This design comes from an exercise in tuning for small area, a short achievable clock period and few clock cycles per item on the open sky130 flow, not from production work. Function was checked by simulation only, so behaviour that the tests miss may differ from the original.

Setup of v21:
## div
module div#(
  parameter WIDTH = 64
)(
  input                     i_clk         ,
  input                     i_rst_n       ,
  input                     i_flush       ,
  input                     i_divw        ,
  input                     i_start       ,
  output                    o_busy        ,
  output logic              o_end_valid   ,
  input                     i_end_ready   ,
  input                     i_signed      ,
  input  logic [WIDTH-1:0]  i_dividend    ,
  input  logic [WIDTH-1:0]  i_divisor     ,
  output logic [WIDTH-1:0]  o_quotient    ,
  output logic [WIDTH-1:0]  o_remainder
);
Size in the first run: roughly 4,000 cells after synthesis, about 270 I/O pins, about 30,000 sq um of cells after synthesis.
==> flow/config.mk <==
export PLATFORM = sky130hd
export DESIGN_NAME = div
export DESIGN_NICKNAME = div
export VERILOG_FILES = /design/flow/design.v
export SDC_FILE = /design/flow/constraint.sdc
export NUM_CORES = 4
export LEC_CHECK = 0
export CAP_MARGIN = 20
export CORE_MARGIN = 2
export CORE_UTILIZATION = 50
export PLACE_DENSITY = 0.65
export SLEW_MARGIN = 20
==> flow/constraint.sdc <==
create_clock -name core_clock -period 20.0 [get_ports {i_clk}]
set_input_delay 4.0000 -clock core_clock [delete_from_list [all_inputs] [get_ports {i_clk}]]
set_output_delay 4.0000 -clock core_clock [all_outputs]
set_load 0.01 [all_outputs]
standard.sh (not shown) runs the stock make flow with config.mk's settings and CLKGATE_MAP_FILE= SYNTH_SCRIPT=/design/flow/synth_recipe.tcl, a recipe that flattens the netlist after the stock synthesis.
==> flow/flow/run.sh <==
#!/bin/bash
set -euo pipefail
bash standard.sh SETUP_SLACK_MARGIN=13 TNS_END_PERCENT=0 'BUFFER_PORTS_ARGS=-buffer_cell sky130_fd_sc_hd__buf_2' finish > standard_flow.log 2>&1
Testbench counts of v21, summed over its fixed seeds: cycles 6,959, items 900.
Here is what was changed in the inputs of v39 compared with v21.
# v21
export LEC_CHECK = 0
export CAP_MARGIN = 20
export CORE_MARGIN = 2
export CORE_UTILIZATION = 50
export PLACE_DENSITY = 0.65
export SLEW_MARGIN = 20
create_clock -name core_clock -period 20.0 [get_ports {i_clk}]
# v39
export LEC_CHECK = 0
export CAP_MARGIN = 20
export CORE_MARGIN = 2
export CORE_UTILIZATION = 45
export PLACE_DENSITY = 0.6
export SLEW_MARGIN = 20
create_clock -name core_clock -period 20.0 [get_ports {i_clk}]
==> flow/flow/run.sh <==
#!/bin/bash
set -euo pipefail
bash standard.sh SETUP_SLACK_MARGIN=13 'BUFFER_PORTS_ARGS=-buffer_cell sky130_fd_sc_hd__buf_2' finish > standard_flow.log 2>&1
==> comparison <==
v39 does worse than v21 on overall routed net length.
Relative area change from synthesis to final layout for v39 is higher than for v21.
v39 against v21: core utilization went down; wire length on met2 went up.
v21 and v39 ended up with roughly the same storage element area.
v39 has final instance area above what v21 had.
Looking at launching element of the worst setup path, the rem_r[31] result is from v39; the sd_r one comes from v21.
Slowest cell on the critical path: nor4_1 -> v39, nor2_1 -> v21
Changes in v40 relative to v39:
# v39
export LEC_CHECK = 0
export CAP_MARGIN = 20
export CORE_MARGIN = 2
export CORE_UTILIZATION = 45
export PLACE_DENSITY = 0.6
export SLEW_MARGIN = 20
create_clock -name core_clock -period 20.0 [get_ports {i_clk}]
# v40
export LEC_CHECK = 0
export CAP_MARGIN = 20
export CORE_MARGIN = 2
export CORE_UTILIZATION = 50
export PLACE_DENSITY = 0.65
export SLEW_MARGIN = 20
create_clock -name core_clock -period 20.0 [get_ports {i_clk}]
==> flow/flow/run.sh <==
#!/bin/bash
set -euo pipefail
bash standard.sh SETUP_SLACK_MARGIN=14 TNS_END_PERCENT=0 'BUFFER_PORTS_ARGS=-buffer_cell sky130_fd_sc_hd__buf_2' finish > standard_flow.log 2>&1
[summary]
v40 reached the final stage; the timing, design-rule and antenna checks on its layout passed. Final design area excluding fillers in v40 is about 5% above v39. Diff v39 -> v40: maximum fanout along the worst path now smaller; number of post-CTS setup repair buffers increased by 54 relative to the old numbers; count of clock-buffer cells in the layout +12; non-clock buffer count shows an increase of about 30%. v40 against v39: routed length on met1 down 1.1%; wire length increased by 3.0% relative to the old numbers; row count went down 5.
#### Input delta (v43 over v40)
# v40
export LEC_CHECK = 0
export CAP_MARGIN = 20
export CORE_MARGIN = 2
export CORE_UTILIZATION = 50
export PLACE_DENSITY = 0.65
export SLEW_MARGIN = 20
create_clock -name core_clock -period 20.0 [get_ports {i_clk}]
# v43
export LEC_CHECK = 0
export CAP_MARGIN = 20
export CORE_MARGIN = 2
export CORE_UTILIZATION = 55
export PLACE_DENSITY = 0.68
export SLEW_MARGIN = 20
create_clock -name core_clock -period 20.0 [get_ports {i_clk}]
==> comparison <==
v43: no failed stages, no open violations at the end
v40: done, clean on timing, DRC and antenna
First-pass GRT wire length of v43 falls short of that of v40 slightly.
v43 gives less inserted tap cell count than v40 did.
v43 vs. v40: count of clock-buffer cells in the layout moved down, layout-stage area growth over the synthesis result moved down, CTS H-tree depth level, number of resized instances in the post-cts repair step moved down.
Against v40, v43 comes in about 4% lower on routed wire length.
v43 ended up with a higher fraction of area in multi-input gates than v40 did.
What v12 does differently from v43 at the input level:
# v43
export LEC_CHECK = 0
export CAP_MARGIN = 20
export CORE_MARGIN = 2
export CORE_UTILIZATION = 55
export PLACE_DENSITY = 0.68
export SLEW_MARGIN = 20
create_clock -name core_clock -period 20.0 [get_ports {i_clk}]
# v12
export LEC_CHECK = 0
export CAP_MARGIN = 20
export CORE_MARGIN = 2
export CORE_UTILIZATION = 45
export PLACE_DENSITY = 0.6
export SLEW_MARGIN = 20
create_clock -name core_clock -period 20.0 [get_ports {i_clk}]
==> flow/flow/run.sh <==
#!/bin/bash
set -euo pipefail
bash standard.sh SETUP_SLACK_MARGIN=13.5 TNS_END_PERCENT=0 'BUFFER_PORTS_ARGS=-buffer_cell sky130_fd_sc_hd__buf_2' finish > standard_flow.log 2>&1
## What came out
Looking at number of fillers in the final layout, v12 sits 1,628 higher than v43 does. When v12 is set beside v43, its routing usage on met1 turns out to be 8.6 points smaller. The number of standard cells in the final layout excluding fillers of v12 is higher than that of v43. v12 ended up with a higher detailed-routing iteration count for the pre-antenna-repair pass than v43 did. Going from v43 to v12, finished layout cell area grows by 0.56%. When the final numbers for v43 and v12 were put side by side, the worst hold slack turned out to be smaller in v12. v12 vs v43 — count of clock-net buffers in the final layout dropped 8.8%. In v12, fraction of area in clock buffers and inverters is lower than in v43. Diff v43 -> v12: clock-pin slew reported for the worst setup and hold paths after clock tree synthesis level, wire length went up.

==> port drivers added, routing unchanged <==
How much do the figures lean on ideal ports? The routed layouts below were timed once more, with nothing changed but the port constraints.
Step 1: set_driving_cell puts a clkbuf_16 on i_clk and a buf_2 on each other input, an assumption about the parent block.
Step 2 times the ports against the registers' clock, not the clock port: input delays grow and output delays shrink by t, the midpoint of the rising clock arrivals with the driver on.
a / b / c = ideal ports / drivers / drivers and shift; a / b = the first two.
run | shift t [ns] | setup slack, ns | hold WS [ns] | slew at the worst register clock pin (ns) | worst data-port slew with drivers (ns)
v21 | 0.661 | 12.992 / 12.992 / 12.992 | 0.573 / 0.573 / 0.573 | 0.07 / 0.07 | 0.05
v39 | 0.678 | 13.082 / 13.082 / 13.082 | 0.561 / 0.561 / 0.561 | 0.07 / 0.07 | 0.06
v40 | 0.662 | 13.439 / 13.439 / 13.439 | 0.612 / 0.612 / 0.612 | 0.07 / 0.07 | 0.06
v43 | 0.667 | 13.302 / 13.302 / 13.302 | 0.633 / 0.633 / 0.633 | 0.07 / 0.07 | 0.07
v12 | 0.678 | 13.224 / 13.224 / 13.224 | 0.558 / 0.558 / 0.558 | 0.07 / 0.07 | 0.06
After both steps every run listed still meets setup and hold.
